Context: an optimization exercise on an open-source flow, tuned for small area. The choices shown serve that exercise and are no tape-out recipe.
Function was not checked in any run shown here: the RTL went through the layout flow alone.
No activity file was given, so power comes from the tool's default toggle rates.

===== design.v =====
module cv_lane(clk, rst, first, s2, ld_sh, ld_out, w, one, two, neg, out);
input clk, rst, first, s2, ld_sh, ld_out;
input [15:0] w;
input [7:0] one, two, neg;
output reg [15:0] out;
reg [23:0] acc;
reg cr6;
reg cr12;
reg cr18;
reg [15:0] sh;
wire p1;
wire p2;
wire p3;
wire p4;
wire p5;
wire p6;
wire p7;
wire p8;
wire p9;
wire p10;
wire p11;
wire p12;
wire p13;
wire p14;
wire p15;
wire p16;
wire p17;
wire p18;
wire p19;
wire p20;
wire p21;
wire p22;
wire p23;
wire p24;
wire p25;
wire p26;
wire p27;
wire p28;
wire p29;
wire p30;
wire p31;
wire p32;
wire p33;
wire p34;
wire p35;
wire p36;
wire p37;
wire p38;
wire p39;
wire p40;
wire p41;
wire p42;
wire p43;
wire p44;
wire p45;
wire p46;
wire p47;
wire p48;
wire p49;
wire p50;
wire p51;
wire p52;
wire p53;
wire p54;
wire p55;
wire p56;
wire p57;
wire p58;
wire p59;
wire p60;
wire p61;
wire p62;
wire p63;
wire p64;
wire p65;
wire p66;
wire p67;
wire p68;
wire p69;
wire p70;
wire p71;
wire p72;
wire p73;
wire p74;
wire p75;
wire p76;
wire p77;
wire p78;
wire p79;
wire p80;
wire p81;
wire p82;
wire p83;
wire p84;
wire p85;
wire p86;
wire p87;
wire p88;
wire p89;
wire p90;
wire p91;
wire p92;
wire p93;
wire p94;
wire p95;
wire p96;
wire p97;
wire p98;
wire p99;
wire p100;
wire p101;
wire p102;
wire p103;
wire p104;
wire p105;
wire p106;
wire p107;
wire p108;
wire p109;
wire p110;
wire p111;
wire p112;
wire p113;
wire p114;
wire p115;
wire p116;
wire p117;
wire p118;
wire p119;
wire p120;
wire s121;
wire c122;
wire s123;
wire c124;
wire s125;
wire c126;
wire s127;
wire c128;
wire s129;
wire c130;
wire s131;
wire c132;
wire s133;
wire c134;
wire s135;
wire c136;
wire s137;
wire c138;
wire s139;
wire c140;
wire s141;
wire c142;
wire s143;
wire c144;
wire s145;
wire c146;
wire s147;
wire c148;
wire s149;
wire c150;
wire s151;
wire c152;
wire s153;
wire c154;
wire s155;
wire c156;
wire s157;
wire c158;
wire s159;
wire c160;
wire s161;
wire c162;
wire s163;
wire c164;
wire s165;
wire c166;
wire s167;
wire c168;
wire s169;
wire c170;
wire s171;
wire c172;
wire s173;
wire c174;
wire s175;
wire c176;
wire s177;
wire c178;
wire s179;
wire c180;
wire s181;
wire c182;
wire s183;
wire c184;
wire s185;
wire c186;
wire s187;
wire c188;
wire s189;
wire c190;
wire s191;
wire c192;
wire s193;
wire c194;
wire s195;
wire c196;
wire s197;
wire c198;
wire s199;
wire c200;
wire s201;
wire c202;
wire s203;
wire c204;
wire s205;
wire c206;
wire s207;
wire c208;
wire s209;
wire c210;
wire s211;
wire c212;
wire s213;
wire c214;
wire s215;
wire c216;
wire s217;
wire c218;
wire s219;
wire c220;
wire s221;
wire c222;
wire s223;
wire c224;
wire s225;
wire c226;
wire s227;
wire c228;
wire s229;
wire c230;
wire s231;
wire c232;
wire s233;
wire c234;
wire s235;
wire c236;
wire s237;
wire c238;
wire s239;
wire c240;
wire s241;
wire c242;
wire s243;
wire c244;
wire s245;
wire c246;
wire s247;
wire c248;
wire s249;
wire c250;
wire s251;
wire c252;
wire s253;
wire c254;
wire s255;
wire c256;
wire s257;
wire c258;
wire s259;
wire c260;
wire s261;
wire c262;
wire s263;
wire c264;
wire s265;
wire c266;
wire s267;
wire c268;
wire s269;
wire c270;
wire s271;
wire c272;
wire s273;
wire c274;
wire s275;
wire c276;
wire s277;
wire c278;
wire s279;
wire c280;
wire s281;
wire c282;
wire s283;
wire c284;
wire s285;
wire c286;
wire s287;
wire c288;
wire s289;
wire c290;
wire s291;
wire c292;
wire s293;
wire c294;
wire s295;
wire c296;
wire s297;
wire c298;
wire s299;
wire c300;
wire s301;
wire c302;
wire s303;
wire c304;
wire s305;
wire c306;
wire s307;
wire c308;
wire s309;
wire c310;
wire s311;
wire c312;
wire s313;
wire c314;
wire s315;
wire c316;
wire s317;
wire c318;
wire s319;
wire c320;
wire s321;
wire c322;
wire s323;
wire c324;
wire s325;
wire c326;
wire s327;
wire c328;
wire s329;
wire c330;
wire s331;
wire c332;
wire s333;
wire c334;
wire s335;
wire c336;
wire s337;
wire c338;
wire s339;
wire c340;
wire s341;
wire c342;
wire s343;
wire c344;
wire s345;
wire c346;
wire s347;
wire c348;
wire s349;
wire c350;
wire s351;
wire c352;
wire s353;
wire c354;
wire s355;
wire c356;
wire s357;
wire c358;
wire s359;
wire c360;
wire s361;
wire c362;
wire s363;
wire c364;
wire s365;
wire c366;
wire s367;
wire c368;
wire s369;
wire c370;
wire s371;
wire c372;
wire s373;
wire c374;
wire s375;
wire c376;
wire s377;
wire c378;
wire s379;
wire c380;
wire s381;
wire c382;
wire s383;
wire c384;
wire s385;
wire c386;
wire s387;
wire c388;
wire s389;
wire c390;
wire s391;
wire c392;
wire s393;
wire c394;
wire s395;
wire c396;
assign p1 = (one[0] & w[0]) ^ neg[0];
assign p2 = ((one[0] & w[1]) | (two[0] & w[0])) ^ neg[0];
assign p3 = ((one[0] & w[2]) | (two[0] & w[1])) ^ neg[0];
assign p4 = ((one[0] & w[3]) | (two[0] & w[2])) ^ neg[0];
assign p5 = ((one[0] & w[4]) | (two[0] & w[3])) ^ neg[0];
assign p6 = ((one[0] & w[5]) | (two[0] & w[4])) ^ neg[0];
assign p7 = ((one[0] & w[6]) | (two[0] & w[5])) ^ neg[0];
assign p8 = ((one[0] & w[7]) | (two[0] & w[6])) ^ neg[0];
assign p9 = ((one[0] & w[8]) | (two[0] & w[7])) ^ neg[0];
assign p10 = ((one[0] & w[9]) | (two[0] & w[8])) ^ neg[0];
assign p11 = ((one[0] & w[10]) | (two[0] & w[9])) ^ neg[0];
assign p12 = ((one[0] & w[11]) | (two[0] & w[10])) ^ neg[0];
assign p13 = ((one[0] & w[12]) | (two[0] & w[11])) ^ neg[0];
assign p14 = ((one[0] & w[13]) | (two[0] & w[12])) ^ neg[0];
assign p15 = ((one[0] & w[14]) | (two[0] & w[13])) ^ neg[0];
assign p16 = ((one[0] & w[15]) | (two[0] & w[14])) ^ neg[0];
assign p17 = ~(((one[0] & w[15]) | (two[0] & w[15])) ^ neg[0]);
assign p18 = (one[1] & w[0]) ^ neg[1];
assign p19 = ((one[1] & w[1]) | (two[1] & w[0])) ^ neg[1];
assign p20 = ((one[1] & w[2]) | (two[1] & w[1])) ^ neg[1];
assign p21 = ((one[1] & w[3]) | (two[1] & w[2])) ^ neg[1];
assign p22 = ((one[1] & w[4]) | (two[1] & w[3])) ^ neg[1];
assign p23 = ((one[1] & w[5]) | (two[1] & w[4])) ^ neg[1];
assign p24 = ((one[1] & w[6]) | (two[1] & w[5])) ^ neg[1];
assign p25 = ((one[1] & w[7]) | (two[1] & w[6])) ^ neg[1];
assign p26 = ((one[1] & w[8]) | (two[1] & w[7])) ^ neg[1];
assign p27 = ((one[1] & w[9]) | (two[1] & w[8])) ^ neg[1];
assign p28 = ((one[1] & w[10]) | (two[1] & w[9])) ^ neg[1];
assign p29 = ((one[1] & w[11]) | (two[1] & w[10])) ^ neg[1];
assign p30 = ((one[1] & w[12]) | (two[1] & w[11])) ^ neg[1];
assign p31 = ((one[1] & w[13]) | (two[1] & w[12])) ^ neg[1];
assign p32 = ((one[1] & w[14]) | (two[1] & w[13])) ^ neg[1];
assign p33 = ((one[1] & w[15]) | (two[1] & w[14])) ^ neg[1];
assign p34 = ~(((one[1] & w[15]) | (two[1] & w[15])) ^ neg[1]);
assign p35 = (one[2] & w[0]) ^ neg[2];
assign p36 = ((one[2] & w[1]) | (two[2] & w[0])) ^ neg[2];
assign p37 = ((one[2] & w[2]) | (two[2] & w[1])) ^ neg[2];
assign p38 = ((one[2] & w[3]) | (two[2] & w[2])) ^ neg[2];
assign p39 = ((one[2] & w[4]) | (two[2] & w[3])) ^ neg[2];
assign p40 = ((one[2] & w[5]) | (two[2] & w[4])) ^ neg[2];
assign p41 = ((one[2] & w[6]) | (two[2] & w[5])) ^ neg[2];
assign p42 = ((one[2] & w[7]) | (two[2] & w[6])) ^ neg[2];
assign p43 = ((one[2] & w[8]) | (two[2] & w[7])) ^ neg[2];
assign p44 = ((one[2] & w[9]) | (two[2] & w[8])) ^ neg[2];
assign p45 = ((one[2] & w[10]) | (two[2] & w[9])) ^ neg[2];
assign p46 = ((one[2] & w[11]) | (two[2] & w[10])) ^ neg[2];
assign p47 = ((one[2] & w[12]) | (two[2] & w[11])) ^ neg[2];
assign p48 = ((one[2] & w[13]) | (two[2] & w[12])) ^ neg[2];
assign p49 = ((one[2] & w[14]) | (two[2] & w[13])) ^ neg[2];
assign p50 = ((one[2] & w[15]) | (two[2] & w[14])) ^ neg[2];
assign p51 = ~(((one[2] & w[15]) | (two[2] & w[15])) ^ neg[2]);
assign p52 = (one[3] & w[0]) ^ neg[3];
assign p53 = ((one[3] & w[1]) | (two[3] & w[0])) ^ neg[3];
assign p54 = ((one[3] & w[2]) | (two[3] & w[1])) ^ neg[3];
assign p55 = ((one[3] & w[3]) | (two[3] & w[2])) ^ neg[3];
assign p56 = ((one[3] & w[4]) | (two[3] & w[3])) ^ neg[3];
assign p57 = ((one[3] & w[5]) | (two[3] & w[4])) ^ neg[3];
assign p58 = ((one[3] & w[6]) | (two[3] & w[5])) ^ neg[3];
assign p59 = ((one[3] & w[7]) | (two[3] & w[6])) ^ neg[3];
assign p60 = ((one[3] & w[8]) | (two[3] & w[7])) ^ neg[3];
assign p61 = ((one[3] & w[9]) | (two[3] & w[8])) ^ neg[3];
assign p62 = ((one[3] & w[10]) | (two[3] & w[9])) ^ neg[3];
assign p63 = ((one[3] & w[11]) | (two[3] & w[10])) ^ neg[3];
assign p64 = ((one[3] & w[12]) | (two[3] & w[11])) ^ neg[3];
assign p65 = ((one[3] & w[13]) | (two[3] & w[12])) ^ neg[3];
assign p66 = ((one[3] & w[14]) | (two[3] & w[13])) ^ neg[3];
assign p67 = ((one[3] & w[15]) | (two[3] & w[14])) ^ neg[3];
assign p68 = ~(((one[3] & w[15]) | (two[3] & w[15])) ^ neg[3]);
assign p69 = (one[4] & w[0]) ^ neg[4];
assign p70 = ((one[4] & w[1]) | (two[4] & w[0])) ^ neg[4];
assign p71 = ((one[4] & w[2]) | (two[4] & w[1])) ^ neg[4];
assign p72 = ((one[4] & w[3]) | (two[4] & w[2])) ^ neg[4];
assign p73 = ((one[4] & w[4]) | (two[4] & w[3])) ^ neg[4];
assign p74 = ((one[4] & w[5]) | (two[4] & w[4])) ^ neg[4];
assign p75 = ((one[4] & w[6]) | (two[4] & w[5])) ^ neg[4];
assign p76 = ((one[4] & w[7]) | (two[4] & w[6])) ^ neg[4];
assign p77 = ((one[4] & w[8]) | (two[4] & w[7])) ^ neg[4];
assign p78 = ((one[4] & w[9]) | (two[4] & w[8])) ^ neg[4];
assign p79 = ((one[4] & w[10]) | (two[4] & w[9])) ^ neg[4];
assign p80 = ((one[4] & w[11]) | (two[4] & w[10])) ^ neg[4];
assign p81 = ((one[4] & w[12]) | (two[4] & w[11])) ^ neg[4];
assign p82 = ((one[4] & w[13]) | (two[4] & w[12])) ^ neg[4];
assign p83 = ((one[4] & w[14]) | (two[4] & w[13])) ^ neg[4];
assign p84 = ((one[4] & w[15]) | (two[4] & w[14])) ^ neg[4];
assign p85 = (one[5] & w[0]) ^ neg[5];
assign p86 = ((one[5] & w[1]) | (two[5] & w[0])) ^ neg[5];
assign p87 = ((one[5] & w[2]) | (two[5] & w[1])) ^ neg[5];
assign p88 = ((one[5] & w[3]) | (two[5] & w[2])) ^ neg[5];
assign p89 = ((one[5] & w[4]) | (two[5] & w[3])) ^ neg[5];
assign p90 = ((one[5] & w[5]) | (two[5] & w[4])) ^ neg[5];
assign p91 = ((one[5] & w[6]) | (two[5] & w[5])) ^ neg[5];
assign p92 = ((one[5] & w[7]) | (two[5] & w[6])) ^ neg[5];
assign p93 = ((one[5] & w[8]) | (two[5] & w[7])) ^ neg[5];
assign p94 = ((one[5] & w[9]) | (two[5] & w[8])) ^ neg[5];
assign p95 = ((one[5] & w[10]) | (two[5] & w[9])) ^ neg[5];
assign p96 = ((one[5] & w[11]) | (two[5] & w[10])) ^ neg[5];
assign p97 = ((one[5] & w[12]) | (two[5] & w[11])) ^ neg[5];
assign p98 = ((one[5] & w[13]) | (two[5] & w[12])) ^ neg[5];
assign p99 = (one[6] & w[0]) ^ neg[6];
assign p100 = ((one[6] & w[1]) | (two[6] & w[0])) ^ neg[6];
assign p101 = ((one[6] & w[2]) | (two[6] & w[1])) ^ neg[6];
assign p102 = ((one[6] & w[3]) | (two[6] & w[2])) ^ neg[6];
assign p103 = ((one[6] & w[4]) | (two[6] & w[3])) ^ neg[6];
assign p104 = ((one[6] & w[5]) | (two[6] & w[4])) ^ neg[6];
assign p105 = ((one[6] & w[6]) | (two[6] & w[5])) ^ neg[6];
assign p106 = ((one[6] & w[7]) | (two[6] & w[6])) ^ neg[6];
assign p107 = ((one[6] & w[8]) | (two[6] & w[7])) ^ neg[6];
assign p108 = ((one[6] & w[9]) | (two[6] & w[8])) ^ neg[6];
assign p109 = ((one[6] & w[10]) | (two[6] & w[9])) ^ neg[6];
assign p110 = ((one[6] & w[11]) | (two[6] & w[10])) ^ neg[6];
assign p111 = (one[7] & w[0]) ^ neg[7];
assign p112 = ((one[7] & w[1]) | (two[7] & w[0])) ^ neg[7];
assign p113 = ((one[7] & w[2]) | (two[7] & w[1])) ^ neg[7];
assign p114 = ((one[7] & w[3]) | (two[7] & w[2])) ^ neg[7];
assign p115 = ((one[7] & w[4]) | (two[7] & w[3])) ^ neg[7];
assign p116 = ((one[7] & w[5]) | (two[7] & w[4])) ^ neg[7];
assign p117 = ((one[7] & w[6]) | (two[7] & w[5])) ^ neg[7];
assign p118 = ((one[7] & w[7]) | (two[7] & w[6])) ^ neg[7];
assign p119 = ((one[7] & w[8]) | (two[7] & w[7])) ^ neg[7];
assign p120 = ((one[7] & w[9]) | (two[7] & w[8])) ^ neg[7];
wire [23:0] kinit = s2 ? 24'd7929856 : 24'd2359296;
wire [23:0] accfb = first ? kinit : acc;
assign s121 = accfb[0] ^ neg[0] ^ p1;
assign c122 = (accfb[0] & neg[0]) | (accfb[0] & p1) | (neg[0] & p1);
assign s123 = accfb[1] ^ p2 ^ c122;
assign c124 = (accfb[1] & p2) | (accfb[1] & c122) | (p2 & c122);
assign s125 = accfb[2] ^ neg[1] ^ p18;
assign c126 = (accfb[2] & neg[1]) | (accfb[2] & p18) | (neg[1] & p18);
assign s127 = p3 ^ s125 ^ c124;
assign c128 = (p3 & s125) | (p3 & c124) | (s125 & c124);
assign s129 = accfb[3] ^ p19 ^ p4;
assign c130 = (accfb[3] & p19) | (accfb[3] & p4) | (p19 & p4);
assign s131 = c126 ^ s129 ^ c128;
assign c132 = (c126 & s129) | (c126 & c128) | (s129 & c128);
assign s133 = accfb[4] ^ neg[2] ^ p20;
assign c134 = (accfb[4] & neg[2]) | (accfb[4] & p20) | (neg[2] & p20);
assign s135 = p35 ^ p5 ^ c130;
assign c136 = (p35 & p5) | (p35 & c130) | (p5 & c130);
assign s137 = s133 ^ s135 ^ c132;
assign c138 = (s133 & s135) | (s133 & c132) | (s135 & c132);
assign s139 = accfb[5] ^ p21 ^ p36;
assign c140 = (accfb[5] & p21) | (accfb[5] & p36) | (p21 & p36);
assign s141 = p6 ^ c134 ^ s139;
assign c142 = (p6 & c134) | (p6 & s139) | (c134 & s139);
assign s143 = c136 ^ s141 ^ c138;
assign c144 = (c136 & s141) | (c136 & c138) | (s141 & c138);
assign s145 = (cr6 & ~first) ^ accfb[6] ^ neg[3];
assign c146 = ((cr6 & ~first) & accfb[6]) | ((cr6 & ~first) & neg[3]) | (accfb[6] & neg[3]);
assign s147 = p22 ^ p37 ^ p52;
assign c148 = (p22 & p37) | (p22 & p52) | (p37 & p52);
assign s149 = p7 ^ s145 ^ c140;
assign c150 = (p7 & s145) | (p7 & c140) | (s145 & c140);
assign s151 = s147 ^ c142 ^ s149;
assign c152 = (s147 & c142) | (s147 & s149) | (c142 & s149);
assign s153 = accfb[7] ^ p23 ^ p38;
assign c154 = (accfb[7] & p23) | (accfb[7] & p38) | (p23 & p38);
assign s155 = p53 ^ p8 ^ c146;
assign c156 = (p53 & p8) | (p53 & c146) | (p8 & c146);
assign s157 = c148 ^ s153 ^ s155;
assign c158 = (c148 & s153) | (c148 & s155) | (s153 & s155);
assign s159 = c150 ^ s157 ^ c152;
assign c160 = (c150 & s157) | (c150 & c152) | (s157 & c152);
assign s161 = accfb[8] ^ neg[4] ^ p24;
assign c162 = (accfb[8] & neg[4]) | (accfb[8] & p24) | (neg[4] & p24);
assign s163 = p39 ^ p54 ^ p69;
assign c164 = (p39 & p54) | (p39 & p69) | (p54 & p69);
assign s165 = p9 ^ c154 ^ c156;
assign c166 = (p9 & c154) | (p9 & c156) | (c154 & c156);
assign s167 = s161 ^ s163 ^ c158;
assign c168 = (s161 & s163) | (s161 & c158) | (s163 & c158);
assign s169 = s165 ^ s167 ^ c160;
assign c170 = (s165 & s167) | (s165 & c160) | (s167 & c160);
assign s171 = accfb[9] ^ p10 ^ p25;
assign c172 = (accfb[9] & p10) | (accfb[9] & p25) | (p10 & p25);
assign s173 = p40 ^ p55 ^ p70;
assign c174 = (p40 & p55) | (p40 & p70) | (p55 & p70);
assign s175 = c162 ^ c164 ^ s171;
assign c176 = (c162 & c164) | (c162 & s171) | (c164 & s171);
assign s177 = s173 ^ c166 ^ s175;
assign c178 = (s173 & c166) | (s173 & s175) | (c166 & s175);
assign s179 = c168 ^ s177 ^ c170;
assign c180 = (c168 & s177) | (c168 & c170) | (s177 & c170);
assign s181 = accfb[10] ^ neg[5] ^ p11;
assign c182 = (accfb[10] & neg[5]) | (accfb[10] & p11) | (neg[5] & p11);
assign s183 = p26 ^ p41 ^ p56;
assign c184 = (p26 & p41) | (p26 & p56) | (p41 & p56);
assign s185 = p71 ^ p85 ^ c172;
assign c186 = (p71 & p85) | (p71 & c172) | (p85 & c172);
assign s187 = c174 ^ s181 ^ s183;
assign c188 = (c174 & s181) | (c174 & s183) | (s181 & s183);
assign s189 = c176 ^ s185 ^ s187;
assign c190 = (c176 & s185) | (c176 & s187) | (s185 & s187);
assign s191 = c178 ^ s189 ^ c180;
assign c192 = (c178 & s189) | (c178 & c180) | (s189 & c180);
assign s193 = accfb[11] ^ p12 ^ p27;
assign c194 = (accfb[11] & p12) | (accfb[11] & p27) | (p12 & p27);
assign s195 = p42 ^ p57 ^ p72;
assign c196 = (p42 & p57) | (p42 & p72) | (p57 & p72);
assign s197 = p86 ^ c182 ^ c184;
assign c198 = (p86 & c182) | (p86 & c184) | (c182 & c184);
assign s199 = s193 ^ s195 ^ c186;
assign c200 = (s193 & s195) | (s193 & c186) | (s195 & c186);
assign s201 = c188 ^ s197 ^ s199;
assign c202 = (c188 & s197) | (c188 & s199) | (s197 & s199);
assign s203 = c190 ^ s201 ^ c192;
assign c204 = (c190 & s201) | (c190 & c192) | (s201 & c192);
assign s205 = (cr12 & ~first) ^ accfb[12] ^ neg[6];
assign c206 = ((cr12 & ~first) & accfb[12]) | ((cr12 & ~first) & neg[6]) | (accfb[12] & neg[6]);
assign s207 = p13 ^ p28 ^ p43;
assign c208 = (p13 & p28) | (p13 & p43) | (p28 & p43);
assign s209 = p58 ^ p73 ^ p87;
assign c210 = (p58 & p73) | (p58 & p87) | (p73 & p87);
assign s211 = p99 ^ s205 ^ c194;
assign c212 = (p99 & s205) | (p99 & c194) | (s205 & c194);
assign s213 = c196 ^ s207 ^ s209;
assign c214 = (c196 & s207) | (c196 & s209) | (s207 & s209);
assign s215 = c198 ^ s211 ^ s213;
assign c216 = (c198 & s211) | (c198 & s213) | (s211 & s213);
assign s217 = c200 ^ s215 ^ c202;
assign c218 = (c200 & s215) | (c200 & c202) | (s215 & c202);
assign s219 = accfb[13] ^ p100 ^ p14;
assign c220 = (accfb[13] & p100) | (accfb[13] & p14) | (p100 & p14);
assign s221 = p29 ^ p44 ^ p59;
assign c222 = (p29 & p44) | (p29 & p59) | (p44 & p59);
assign s223 = p74 ^ p88 ^ c206;
assign c224 = (p74 & p88) | (p74 & c206) | (p88 & c206);
assign s225 = c208 ^ c210 ^ s219;
assign c226 = (c208 & c210) | (c208 & s219) | (c210 & s219);
assign s227 = s221 ^ s223 ^ c212;
assign c228 = (s221 & s223) | (s221 & c212) | (s223 & c212);
assign s229 = c214 ^ s225 ^ s227;
assign c230 = (c214 & s225) | (c214 & s227) | (s225 & s227);
assign s231 = c216 ^ s229 ^ c218;
assign c232 = (c216 & s229) | (c216 & c218) | (s229 & c218);
assign s233 = accfb[14] ^ neg[7] ^ p101;
assign c234 = (accfb[14] & neg[7]) | (accfb[14] & p101) | (neg[7] & p101);
assign s235 = p111 ^ p15 ^ p30;
assign c236 = (p111 & p15) | (p111 & p30) | (p15 & p30);
assign s237 = p45 ^ p60 ^ p75;
assign c238 = (p45 & p60) | (p45 & p75) | (p60 & p75);
assign s239 = p89 ^ c220 ^ c222;
assign c240 = (p89 & c220) | (p89 & c222) | (c220 & c222);
assign s241 = c224 ^ s233 ^ s235;
assign c242 = (c224 & s233) | (c224 & s235) | (s233 & s235);
assign s243 = s237 ^ c226 ^ s239;
assign c244 = (s237 & c226) | (s237 & s239) | (c226 & s239);
assign s245 = s241 ^ c228 ^ s243;
assign c246 = (s241 & c228) | (s241 & s243) | (c228 & s243);
assign s247 = c230 ^ s245 ^ c232;
assign c248 = (c230 & s245) | (c230 & c232) | (s245 & c232);
assign s249 = accfb[15] ^ p102 ^ p112;
assign c250 = (accfb[15] & p102) | (accfb[15] & p112) | (p102 & p112);
assign s251 = p16 ^ p31 ^ p46;
assign c252 = (p16 & p31) | (p16 & p46) | (p31 & p46);
assign s253 = p61 ^ p76 ^ p90;
assign c254 = (p61 & p76) | (p61 & p90) | (p76 & p90);
assign s255 = c234 ^ c236 ^ c238;
assign c256 = (c234 & c236) | (c234 & c238) | (c236 & c238);
assign s257 = s249 ^ s251 ^ s253;
assign c258 = (s249 & s251) | (s249 & s253) | (s251 & s253);
assign s259 = c240 ^ c242 ^ s255;
assign c260 = (c240 & c242) | (c240 & s255) | (c242 & s255);
assign s261 = s257 ^ c244 ^ s259;
assign c262 = (s257 & c244) | (s257 & s259) | (c244 & s259);
assign s263 = c246 ^ s261 ^ c248;
assign c264 = (c246 & s261) | (c246 & c248) | (s261 & c248);
assign s265 = accfb[16] ^ p103 ^ p113;
assign c266 = (accfb[16] & p103) | (accfb[16] & p113) | (p103 & p113);
assign s267 = p17 ^ p32 ^ p47;
assign c268 = (p17 & p32) | (p17 & p47) | (p32 & p47);
assign s269 = p62 ^ p77 ^ p91;
assign c270 = (p62 & p77) | (p62 & p91) | (p77 & p91);
assign s271 = c250 ^ c252 ^ c254;
assign c272 = (c250 & c252) | (c250 & c254) | (c252 & c254);
assign s273 = s265 ^ s267 ^ s269;
assign c274 = (s265 & s267) | (s265 & s269) | (s267 & s269);
assign s275 = c256 ^ c258 ^ s271;
assign c276 = (c256 & c258) | (c256 & s271) | (c258 & s271);
assign s277 = s273 ^ c260 ^ s275;
assign c278 = (s273 & c260) | (s273 & s275) | (c260 & s275);
assign s279 = c262 ^ s277 ^ c264;
assign c280 = (c262 & s277) | (c262 & c264) | (s277 & c264);
assign s281 = accfb[17] ^ p104 ^ p114;
assign c282 = (accfb[17] & p104) | (accfb[17] & p114) | (p104 & p114);
assign s283 = p33 ^ p48 ^ p63;
assign c284 = (p33 & p48) | (p33 & p63) | (p48 & p63);
assign s285 = p78 ^ p92 ^ c266;
assign c286 = (p78 & p92) | (p78 & c266) | (p92 & c266);
assign s287 = c268 ^ c270 ^ s281;
assign c288 = (c268 & c270) | (c268 & s281) | (c270 & s281);
assign s289 = s283 ^ c272 ^ c274;
assign c290 = (s283 & c272) | (s283 & c274) | (c272 & c274);
assign s291 = s285 ^ s287 ^ c276;
assign c292 = (s285 & s287) | (s285 & c276) | (s287 & c276);
assign s293 = s289 ^ c278 ^ s291;
assign c294 = (s289 & c278) | (s289 & s291) | (c278 & s291);
assign s295 = (cr18 & ~first) ^ accfb[18] ^ p105;
assign c296 = ((cr18 & ~first) & accfb[18]) | ((cr18 & ~first) & p105) | (accfb[18] & p105);
assign s297 = p115 ^ p34 ^ p49;
assign c298 = (p115 & p34) | (p115 & p49) | (p34 & p49);
assign s299 = p64 ^ p79 ^ p93;
assign c300 = (p64 & p79) | (p64 & p93) | (p79 & p93);
assign s301 = c282 ^ c284 ^ s295;
assign c302 = (c282 & c284) | (c282 & s295) | (c284 & s295);
assign s303 = s297 ^ s299 ^ c286;
assign c304 = (s297 & s299) | (s297 & c286) | (s299 & c286);
assign s305 = c288 ^ s301 ^ c290;
assign c306 = (c288 & s301) | (c288 & c290) | (s301 & c290);
assign s307 = s303 ^ c292 ^ s305;
assign c308 = (s303 & c292) | (s303 & s305) | (c292 & s305);
assign s309 = accfb[19] ^ p106 ^ p116;
assign c310 = (accfb[19] & p106) | (accfb[19] & p116) | (p106 & p116);
assign s311 = p50 ^ p65 ^ p80;
assign c312 = (p50 & p65) | (p50 & p80) | (p65 & p80);
assign s313 = p94 ^ c296 ^ c298;
assign c314 = (p94 & c296) | (p94 & c298) | (c296 & c298);
assign s315 = c300 ^ s309 ^ s311;
assign c316 = (c300 & s309) | (c300 & s311) | (s309 & s311);
assign s317 = c302 ^ s313 ^ s315;
assign c318 = (c302 & s313) | (c302 & s315) | (s313 & s315);
assign s319 = c304 ^ s317 ^ c306;
assign c320 = (c304 & s317) | (c304 & c306) | (s317 & c306);
assign s321 = accfb[20] ^ p107 ^ p117;
assign c322 = (accfb[20] & p107) | (accfb[20] & p117) | (p107 & p117);
assign s323 = p51 ^ p66 ^ p81;
assign c324 = (p51 & p66) | (p51 & p81) | (p66 & p81);
assign s325 = p95 ^ c310 ^ c312;
assign c326 = (p95 & c310) | (p95 & c312) | (c310 & c312);
assign s327 = s321 ^ s323 ^ c314;
assign c328 = (s321 & s323) | (s321 & c314) | (s323 & c314);
assign s329 = c316 ^ s325 ^ s327;
assign c330 = (c316 & s325) | (c316 & s327) | (s325 & s327);
assign s331 = c318 ^ s329 ^ c320;
assign c332 = (c318 & s329) | (c318 & c320) | (s329 & c320);
assign s333 = accfb[21] ^ p108 ^ p118;
assign c334 = (accfb[21] & p108) | (accfb[21] & p118) | (p108 & p118);
assign s335 = p67 ^ p82 ^ p96;
assign c336 = (p67 & p82) | (p67 & p96) | (p82 & p96);
assign s337 = c322 ^ c324 ^ s333;
assign c338 = (c322 & c324) | (c322 & s333) | (c324 & s333);
assign s339 = s335 ^ c326 ^ s337;
assign c340 = (s335 & c326) | (s335 & s337) | (c326 & s337);
assign s341 = c328 ^ s339 ^ c330;
assign c342 = (c328 & s339) | (c328 & c330) | (s339 & c330);
assign s343 = accfb[22] ^ p109 ^ p119;
assign c344 = (accfb[22] & p109) | (accfb[22] & p119) | (p109 & p119);
assign s345 = p68 ^ p83 ^ p97;
assign c346 = (p68 & p83) | (p68 & p97) | (p83 & p97);
assign s347 = c334 ^ c336 ^ s343;
assign c348 = (c334 & c336) | (c334 & s343) | (c336 & s343);
assign s349 = s345 ^ c338 ^ s347;
assign c350 = (s345 & c338) | (s345 & s347) | (c338 & s347);
assign s351 = c340 ^ s349 ^ c342;
assign c352 = (c340 & s349) | (c340 & c342) | (s349 & c342);
assign s353 = accfb[23] ^ p110 ^ p120;
assign c354 = (accfb[23] & p110) | (accfb[23] & p120) | (p110 & p120);
assign s355 = p84 ^ p98 ^ c344;
assign c356 = (p84 & p98) | (p84 & c344) | (p98 & c344);
assign s357 = c346 ^ s353 ^ c348;
assign c358 = (c346 & s353) | (c346 & c348) | (s353 & c348);
assign s359 = s355 ^ c350 ^ s357;
assign c360 = (s355 & c350) | (s355 & s357) | (c350 & s357);
wire cin6 = 1'b0;
assign s361 = c144 ^ s151;
assign c362 = c144 & s151;
assign s363 = s159 ^ c362;
assign c364 = s159 & c362;
assign s365 = s169 ^ c364;
assign c366 = s169 & c364;
assign s367 = s179 ^ c366;
assign c368 = s179 & c366;
assign s369 = s191 ^ c368;
assign c370 = s191 & c368;
assign s371 = s203 ^ c370;
assign c372 = s203 & c370;
wire cin12 = c372;
assign s373 = c204 ^ s217;
assign c374 = c204 & s217;
assign s375 = s231 ^ c374;
assign c376 = s231 & c374;
assign s377 = s247 ^ c376;
assign c378 = s247 & c376;
assign s379 = s263 ^ c378;
assign c380 = s263 & c378;
assign s381 = s279 ^ c380;
assign c382 = s279 & c380;
assign s383 = c280 ^ s293 ^ c382;
assign c384 = (c280 & s293) | (c280 & c382) | (s293 & c382);
wire cin18 = c384;
assign s385 = c294 ^ s307;
assign c386 = c294 & s307;
assign s387 = c308 ^ s319 ^ c386;
assign c388 = (c308 & s319) | (c308 & c386) | (s319 & c386);
assign s389 = s331 ^ c388;
assign c390 = s331 & c388;
assign s391 = c332 ^ s341 ^ c390;
assign c392 = (c332 & s341) | (c332 & c390) | (s341 & c390);
assign s393 = s351 ^ c392;
assign c394 = s351 & c392;
assign s395 = c352 ^ s359 ^ c394;
assign c396 = (c352 & s359) | (c352 & c394) | (s359 & c394);
wire [23:0] sum = {s395, s393, s391, s389, s387, s385, s383, s381, s379, s377, s375, s373, s371, s369, s367, s365, s363, s361, s143, s137, s131, s127, s123, s121};
wire [23:0] full = acc + ({24'd0, cr6} << 6) + ({24'd0, cr12} << 12) + ({24'd0, cr18} << 18);
always @(posedge clk) begin
  acc <= sum;
  cr6 <= cin6;
  cr12 <= cin12;
  cr18 <= cin18;
  if (ld_sh) sh <= full[23:8];
  if (!rst) out <= 16'd0;
  else if (ld_out) out <= sh;
end
endmodule
module conv_layer(out, activations, weights, clk, rst);
output [255:0] out;
input [63:0] activations;
input [63:0] weights;
input clk, rst;
reg [63:0] a_r, w_r;
reg [6:0] c;
reg s1, s2, v;
always @(posedge clk) begin
  a_r <= activations;
  w_r <= weights;
  s2 <= s1;
  if (!rst) begin
    c <= 7'd0;
    s1 <= 1'b1;
    v <= 1'b0;
  end else begin
    c <= (c == 7'd107) ? 7'd0 : c + 7'd1;
    s1 <= 1'b0;
    if (c == 7'd107) v <= 1'b1;
  end
end
wire first = (c == 7'd0) | s2;
wire ld_sh = (c == 7'd0);
wire ld_out = (c == 7'd6) & v;
wire [7:0] one [0:3];
wire [7:0] two [0:3];
wire [7:0] neg [0:3];
genvar p, f, j;
generate
for (p = 0; p < 4; p = p + 1) begin : enc
  wire [16:0] ax = {a_r[16*p +: 16], 1'b0};
  for (j = 0; j < 8; j = j + 1) begin : dig
    assign one[p][j] = ax[2*j+1] ^ ax[2*j];
    assign two[p][j] = (ax[2*j+2] & ~ax[2*j+1] & ~ax[2*j]) | (~ax[2*j+2] & ax[2*j+1] & ax[2*j]);
    assign neg[p][j] = ax[2*j+2];
  end
end
for (f = 0; f < 4; f = f + 1) begin : fl
  for (p = 0; p < 4; p = p + 1) begin : px
    cv_lane lane (.clk(clk), .rst(rst), .first(first), .s2(s2), .ld_sh(ld_sh), .ld_out(ld_out),
                  .w(w_r[16*f +: 16]), .one(one[p]), .two(two[p]), .neg(neg[p]),
                  .out(out[16*(4*f+p) +: 16]));
  end
end
endgenerate
endmodule

===== run.sh =====
#!/bin/bash
# synth_recipe.tcl (not shown) runs the flow's synth.tcl, then flattens the netlist and writes it again
# the make line also repeats each setting of config.mk as NAME=value (left out here)
make -C /OpenROAD-flow-scripts/flow DESIGN_CONFIG=/design/flow/config.mk WORK_HOME=/design/flow/orfs CLKGATE_MAP_FILE= SYNTH_SCRIPT=/design/flow/synth_recipe.tcl finish

===== constraint.sdc =====
create_clock -name core_clock -period 7.0 [get_ports {clk}]
set_input_delay 1.4000 -clock core_clock [delete_from_list [all_inputs] [get_ports {clk}]]
set_output_delay 1.4000 -clock core_clock [all_outputs]
set_load 0.01 [all_outputs]

===== config.mk =====
export PLATFORM = sky130hd
export DESIGN_NAME = conv_layer
export DESIGN_NICKNAME = conv_layer
export VERILOG_FILES = /design/flow/design.v
export SDC_FILE = /design/flow/constraint.sdc
export NUM_CORES = 8
export LEC_CHECK = 0
export ABC_AREA = 1
export CAP_MARGIN = 20
export CORE_MARGIN = 2
export CORE_UTILIZATION = 55
export SLEW_MARGIN = 20

==> flow_summary.ini, run 1 <==
[status]
status = no timing/DRC/antenna violations

[clock_network]
cts.sinks = 1066
cts_made_buffers = 131
clk_pin_slew_worst_paths_ps = 60
cts_root_buf = clkbuf_16
cts_tree = yes
clk_latency_ps = 830
cts-hold-fix-buffers = 0
clock_path_buffers = 3
htree_levels = 4

[global_routing]
antenna_found_initial = 43
grt_usage = 0.430
grt_pass1_vias = 99800
grt_max_degree = 150
grt_pass1_wl_mm = 680
grt.overflow.total = 0

[sta]
fin_ws_ps = 174
slew_violations = 0
fin_skew_ps = 35.6
post-route-period-util = 0.975
tightest_slew_ps = 1300
setup_tns_ps = 0
holdWs_ps = 342
relSlewSlack = 0.129
fin_crit_ps = 6830
max_freq_mhz = 146
hold_viol_final = 0
grt_setup_unrepaired = no
setup_violations = 0

[yosys]
avgSynthCellArea_sq_um = 9.29
synthFlopType = dfxtp_1
synthArstFlopShare = 0
synthCells = 12600
synth_seq_area_share = 0.204
synthesis.area_sq_mm = 0.117
synth_edf_count = 256
synth-seq-cells = 1066
ys_types = 51
synth_nets = 14900
yosys_warnings = 2

[placement]
portBuffers = 385
gp_congestion = 1.02
dp_hpwl_mm = 348
place_ws_ps = 270

[flow_run]
drv_cap = 0

[final_layout]
syn_to_final_growth_pct = 11.8
final_nets = 15100
fillers = 18000
drive_gt1_frac = 0.0961

[die]
start_util = 0.553
placementRows = 169
die_area_sq_mm = 0.217
die_h_microns = 466
core_area_sq_mm = 0.212
die_w_microns = 466
pin_count = 386

[detailed_routing]
wire_per_inst_microns = 29.6
drt_pass1_iterations = 25
viasPerCell = 6.17
ant_nets = 0
drc_errors = 0
wirelength_mm = 466
vias = 97100
drt_iter0_drc = 12000

[power_and_ir_drop]
p_leak_nw = 59.4
vdd_drop_max_mv = 0.519
cellPowerDensity_mw_per_mm2 = 510

[setup_path]
cp.required_ps = 7710
crit_path_end = fl[0].px[1].lane.acc[23]
ff2ff_setup_slack_ps = 170
end_kind = flop
r2r_cells = 25
r2r-start = w_r[10]
critPathLaunchType = flop
worstSetupPathType = flop to flop
r2r_end = fl[0].px[1].lane.acc[23]
arrival_ps = 7530
critPathMaxFanout = 17
startpoint = w_r[10]

[hold_path]
hp-start = s1
worstHoldPathType = flop to flop
## timing repair
| action | CTS | global route |
|---|---|---|
| resized for setup | 0 | 5 |
| hold endpoints to repair | 0 | 0 |
| setup buffers | 0 | 1 |
| setup endpoints to repair | 0 | 9 |
## cell type report
type,instances,area [sq um],share of cell area
well taps,2821,3530,0.0269
clock buffers,168,3660,0.0279
inverters,2122,8010,0.0611
multi-input cells,8394,80900,0.616
clock inverters,72,853,0.00651
repair buffers,1068,10200,0.0781
flip-flops and latches,1066,23900,0.182
diodes,31,77.6,0.000591
## cells in the mapped netlist (5+ instances only)
| cell | instances | share of area |
|---|---|---|
| a21oi_1 | 75 | 0.0032 |
| a31oi_1 | 46 | 0.0025 |
| buf_1 | 223 | 0.0071 |
| buf_2 | 325 | 0.014 |
| buf_4 | 35 | 0.0022 |
| buf_6 | 39 | 0.0037 |
| clkbuf_1 | 421 | 0.013 |
| clkinv_1 | 15 | 0.00048 |
| dfxtp_1 | 810 | 0.14 |
| edfxtp_1 | 256 | 0.066 |
| fa_1 | 1856 | 0.32 |
| ha_1 | 291 | 0.031 |
| inv_1 | 2024 | 0.065 |
| inv_2 | 71 | 0.0023 |
| inv_4 | 10 | 0.00053 |
| mux2_2 | 12 | 0.0012 |
| nand2_1 | 877 | 0.028 |
| nand2_2 | 32 | 0.0017 |
| nand2_4 | 5 | 0.00048 |
| nand3_1 | 167 | 0.0071 |
| nand3b_1 | 22 | 0.0014 |
| nand4_1 | 15 | 0.00080 |
| nor2_1 | 869 | 0.028 |
| nor2_4 | 5 | 0.00048 |
| nor3_1 | 18 | 0.00077 |
| nor3_2 | 12 | 0.0010 |
| nor3b_1 | 11 | 0.00070 |
| o211ai_1 | 11 | 0.00070 |
| o21ai_0 | 355 | 0.015 |
| o21ai_1 | 32 | 0.0014 |
| o21ai_2 | 7 | 0.00052 |
| o22ai_1 | 1555 | 0.083 |
| o22ai_2 | 101 | 0.011 |
| xnor2_1 | 70 | 0.0052 |
| xor2_1 | 1927 | 0.14 |
## critical path, stage by stage (launching register included)
cell	delay, ps
dfxtp_1	410
inv_2	600
buf_4	520
o22ai_1	200
xor2_1	200
fa_1	510
fa_1	510
fa_1	480
fa_1	550
inv_1	60
fa_1	430
ha_1	220
fa_1	420
ha_1	240
fa_1	440
ha_1	280
inv_1	80
nand2_1	50
nand2_1	80
inv_1	40
nand2_1	70
nand3b_1	80
nand2_1	100
inv_1	40
nand2_1	50
nand2_1	40
## flip-flops by register name, summed over array words and instances (netlist names)
signal	cells
fl.px.lane.out	256
fl.px.lane.cr18	16
fl.px.lane.acc	384
fl.px.lane.sh	256
a_r	64
c	7
w_r	64
s1	1
fl.px.lane.cr12	16
v	1
s2	1
## cell usage in the layout (no fill, tap or decap), drive strengths merged
| cell | instances |
|---|---|
| nor2 | 876 |
| nor4 | 2 |
| o21bai | 2 |
| mux2 | 12 |
| nor3b | 14 |
| a21boi | 1 |
| and3 | 2 |
| clkdlybuf4s50 | 384 |
| o22ai | 1656 |
| ha | 291 |
| nand2 | 914 |
| bufinv | 13 |
| diode | 31 |
| nor3 | 30 |
| a31oi | 46 |
| nand3b | 22 |
| or2 | 2 |
| o211ai | 12 |
| edfxtp | 256 |
| inv | 2121 |
| nand3 | 170 |
| buf | 683 |
| a21oi | 75 |
| clkinvlp | 12 |
| clkbuf | 169 |
| nand4 | 15 |
| dfxtp | 810 |
| and2 | 1 |
| o21a | 2 |
| xor2 | 1928 |
| clkinv | 48 |
| xnor2 | 70 |
| fa | 1856 |
| o21ai | 395 |
## per-layer routing
layer | part of all wire | up-vias | GRT usage
li1 | - | 40200 | -
met1 | 0.38 | 48400 | 0.572
met2 | 0.41 | 6847 | 0.613
met3 | 0.14 | 1610 | 0.152
met4 | 0.065 | 36 | 0.233
met5 | 0.00069 | - | 0.00285
## cells by family after synthesis
group / count (synthesis) / synth area share
buffers and inverters: 3165 / 0.109
AOI/OAI and AO/OA: 2188 / 0.118
adders and majority gates: 2147 / 0.348
and+or+nand+nor: 2048 / 0.0716
xor gates and xnor gates: 1998 / 0.149
DFF: 1066 / 0.204
muxes: 12 / 0.00115
## stage by stage
stage,area [sq um],power [mW],utilization,cells
3_5_place_dp,127000,58.7,0.597,15500
4_1_cts,131000,66.8,0.618,15700
5_1_grt,131000,75.0,0.618,15700
2_1_floorplan,117000,43.8,-,12600
3_3_place_gp,127000,57.2,0.597,15500
6_report,131000,66.9,0.618,15700
## worst min path at each step
stage / endpoint / slack [ps] / cells after the start
floorplan: s2 / 310 / 0
global placement: s2 / 310 / 0
detailed placement: s2 / 320 / 0
CTS: s2 / 340 / 0
global route: s2 / 350 / 0
finish: s2 / 340 / 0
## where the power goes
group	switching [mW]	internal, mW	total (mW)
combinational	28.4	20.0	48.4
clock	3.03	4.22	7.25
sequential	1.47	9.81	11.3
total	32.9	34.0	66.9
==> inputs of run 2 (changes only) <==
--- a/config.mk
+++ b/config.mk
@@ -6,7 +6,9 @@
 export NUM_CORES = 8
 export LEC_CHECK = 0
 export ABC_AREA = 1
-export CAP_MARGIN = 20
+export CAP_MARGIN = 0
 export CORE_MARGIN = 2
-export CORE_UTILIZATION = 55
-export SLEW_MARGIN = 20
+export CORE_UTILIZATION = 65
+export CTS_BUF_LIST = sky130_fd_sc_hd__clkbuf_4 sky130_fd_sc_hd__clkbuf_8
+export CTS_CLUSTER_SIZE = 30
+export SLEW_MARGIN = 0
==> run 2 against run 1 <==
Against the previous run: still clean on timing, DRC and antenna; synthesized area is the same; wire length shrank 5.8%; highest routed layer unchanged; non-clock buffer count shrank 36.
==> flow_summary.ini, run 2 <==
[global_routing]
grt_pass1_wl_mm = 649
antenna_found_initial = 28
grt_pass1_vias = 102000
grt_max_degree = 157
grt.overflow.total = 0
grt_usage = 0.478

[status]
status = no timing/DRC/antenna violations

[die]
start_util = 0.656
die_w_microns = 429
core_area_sq_mm = 0.179
placementRows = 155
pin_count = 386
die_area_sq_mm = 0.184
die_h_microns = 429

[yosys]
yosys_warnings = 2
synth_area_leaders = fa_1 32%, xor2_1 14%, dfxtp_1 14%, o22ai_1 8.3%, edfxtp_1 6.6%
synthesis.area_sq_mm = 0.117
synthAdderAreaFrac = 0.348
synthArstFlopShare = 0
yosysTopAreaCell = fa_1
synthTopCellsByCount = 2024 x inv_1, 1927 x xor2_1, 1856 x fa_1
synth_top_family_by_area = adder cells
synthFlopType = dfxtp_1
synth.mux.area_fraction = 0.00115
synth-seq-cells = 1066
ys_types = 51
synth_seq_area_share = 0.204
synth_compound_area_frac = 0.118
synth_nets = 14900
synthCells = 12600
synth_edf_count = 256
avgSynthCellArea_sq_um = 9.29
yosysMostFrequentCell = inv_1
synth_top_cell_area_share = 0.317
synthSimpleGateAreaFrac = 0.0716
synth_xor_area_frac = 0.149

[placement]
gp_congestion = 1.04
portBuffers = 385
dp_hpwl_mm = 322

[final_layout]
fillers = 13200
syn_to_final_growth_pct = 10.7
drive_gt1_frac = 0.102
largest_reg_flops = 384
reg_top3 = fl.px.lane.acc (384), fl.px.lane.out (256), fl.px.lane.sh (256)
top_register = fl.px.lane.acc
fin_util = 0.726
layout_commonest_cell = inv_1
layout_common_cells = 2013 x inv_1, 1927 x xor2_1, 1856 x fa_1, 1555 x o22ai_1, 868 x nor2_1
final_nets = 15100

[detailed_routing]
drt_iter0_drc = 12900
vias = 98300
ant_nets = 0
wire_per_inst_microns = 28.6
drc_errors = 0
routed.top_layer = met5
met2_length_mm = 179
viasPerCell = 6.41
route.met3.wl_mm = 70.3
drt_pass1_iterations = 10
m1WireLength_mm = 156
wirelength_mm = 439

[clock_network]
ctsResizeCount = 0
cts-hold-fix-buffers = 0
cts.sinks = 1066
cts_root_buf = clkbuf_8
clk_latency_ps = 1070
post_cts_buffers = 0
clock_path_buffers = 3
htree_levels = 4
cts_made_buffers = 183
clk_pin_slew_worst_paths_ps = 70
cts_tree = yes

[sta]
hold_viol_final = 0
post-route-period-util = 0.965
tightest_slew_ps = 1290
max_freq_mhz = 148
holdWs_ps = 340
grt_setup_unrepaired = no
fin_skew_ps = 98.8
relSlewSlack = 0.137
setup_tns_ps = 0
slew_violations = 0
setup_violations = 0
fin_crit_ps = 6760

[power_and_ir_drop]
p_leak_nw = 59.2
pwr-share-comb = 0.728
p_switching_mw = 32.5
vdd_drop_max_mv = 0.630
seq_power_share = 0.172
cellPowerDensity_mw_per_mm2 = 508
clockPowerShare = 0.100
intPower_mw = 33.4
p_sw_frac = 0.493

[setup_path]
startpoint = a_r[16]
critical_path.top_delay_family = adder cells
r2r-start = a_r[16]
worstSetupPathType = flop to flop
critPathSlowestCell = buf_4
max_stage_delay_ps = 630
r2r_cells = 18
crit_buf_inv = 5
crit_chain = inv_1, buf_4, o22ai_1, xor2_1, fa_1, fa_1, inv_1, fa_1, fa_1, fa_1, fa_1, fa_1, fa_1, inv_1, fa_1, inv_1, ha_1, fa_1
cp_common_cell = fa_1
cp.required_ps = 7940
end_kind = flop
crit_cells = 18
critPathMaxFanout = 56
critPathLaunchType = flop
arrival_ps = 7700

[hold_path]
hp-start = s1
worstHoldPathType = flop to flop
worstHoldPathCells = 0

[flow_run]
drv_cap = 0
==> run 2: cell counts after synthesis <==
No cell type changed its count.
==> run 2: per-layer routing <==
metal / vias to the layer above / global-route usage
met5: - / 0
met4: 32 / 0.295
met3: 1900 / 0.199
met2: 7816 / 0.670
met1: 48300 / 0.613
li1: 40300 / -
==> run 2: final cells by class <==
cell class	instances	area (sq um)	area share
flip-flops and latches	1066	23900	0.184
clock inverters	51	556	0.00428
well taps	2355	2950	0.0227
diodes	23	57.6	0.000443
clock buffers	290	3620	0.0278
repair buffers	1032	9890	0.0762
inverters	2122	8010	0.0617
multi-input cells	8393	80800	0.623
==> run 2: path summary, 6_finish.rpt <==
check	to	slack, ps
hold reg to reg	s2	340
setup reg to reg	fl[0].px[1].lane.acc[17]	240
hold / removal	s2	340
setup / recovery	fl[0].px[1].lane.acc[17]	240
==> run 2: logic make-up after synthesis <==
group                      Yosys count
buffers and inverters             3165
AOI/OAI and AO/OA                 2188
adders and majority gates         2147
and+or+nand+nor                   2048
xor gates and xnor gates          1998
DFF                               1066
muxes                               12
==> run 2: power groups by stage <==
stage,Combinational (mW),Clock [mW],Sequential (mW)
6_report,48.0,6.57,11.4
5_1_grt,55.4,6.84,11.5
4_1_cts,47.6,6.60,11.2
3_5_place_dp,46.8,0,11.3
3_3_place_gp,44.4,0,11.3
2_1_floorplan,33.2,0,10.6
==> run 2: per-stage QoR <==
| stage | worst slack, ps | area, sq um | total power, mW | instances |
|---|---|---|---|---|
| 6_report | 242 | 130000 | 65.9 | 15300 |
| 5_1_grt | 3.31 | 130000 | 73.7 | 15300 |
| 4_1_cts | 281 | 130000 | 65.4 | 15300 |
| 3_5_place_dp | 334 | 126000 | 58.1 | 15000 |
| 3_3_place_gp | 368 | 126000 | 55.7 | 15000 |
| 2_1_floorplan | 204 | 117000 | 43.8 | 12600 |

[static timing again, ports no longer ideal]
The results above use ideal ports. As a check the final layouts listed here were re-extracted and re-timed, cells and wires unchanged.
Step 1 sets driving cells, clkbuf_16 on the clock port and buf_2 on the other inputs (assumed; they add their load-dependent delay and slew).
Step 2 moves the port delays by t, midway between the first and last clock arrival at a register: inputs arrive t later, outputs are due t later. That takes back most of the time a late clock gives input paths.
Three values: ideal, step 1, step 2; two values: the first two.
| run | t, ns | slack for setup (ns) | latest minus earliest clock arrival (ns) | worst data-port slew with drivers (ns) |
|---|---|---|---|---|
| run 1 | 0.910 | 0.174 / 0.174 / 0.174 | 0.040 / 0.040 | 0.10 |
| run 2 | 1.115 | 0.242 / 0.242 / 0.242 | 0.099 / 0.099 | 0.10 |
After both steps setup and hold are still met in every run listed.
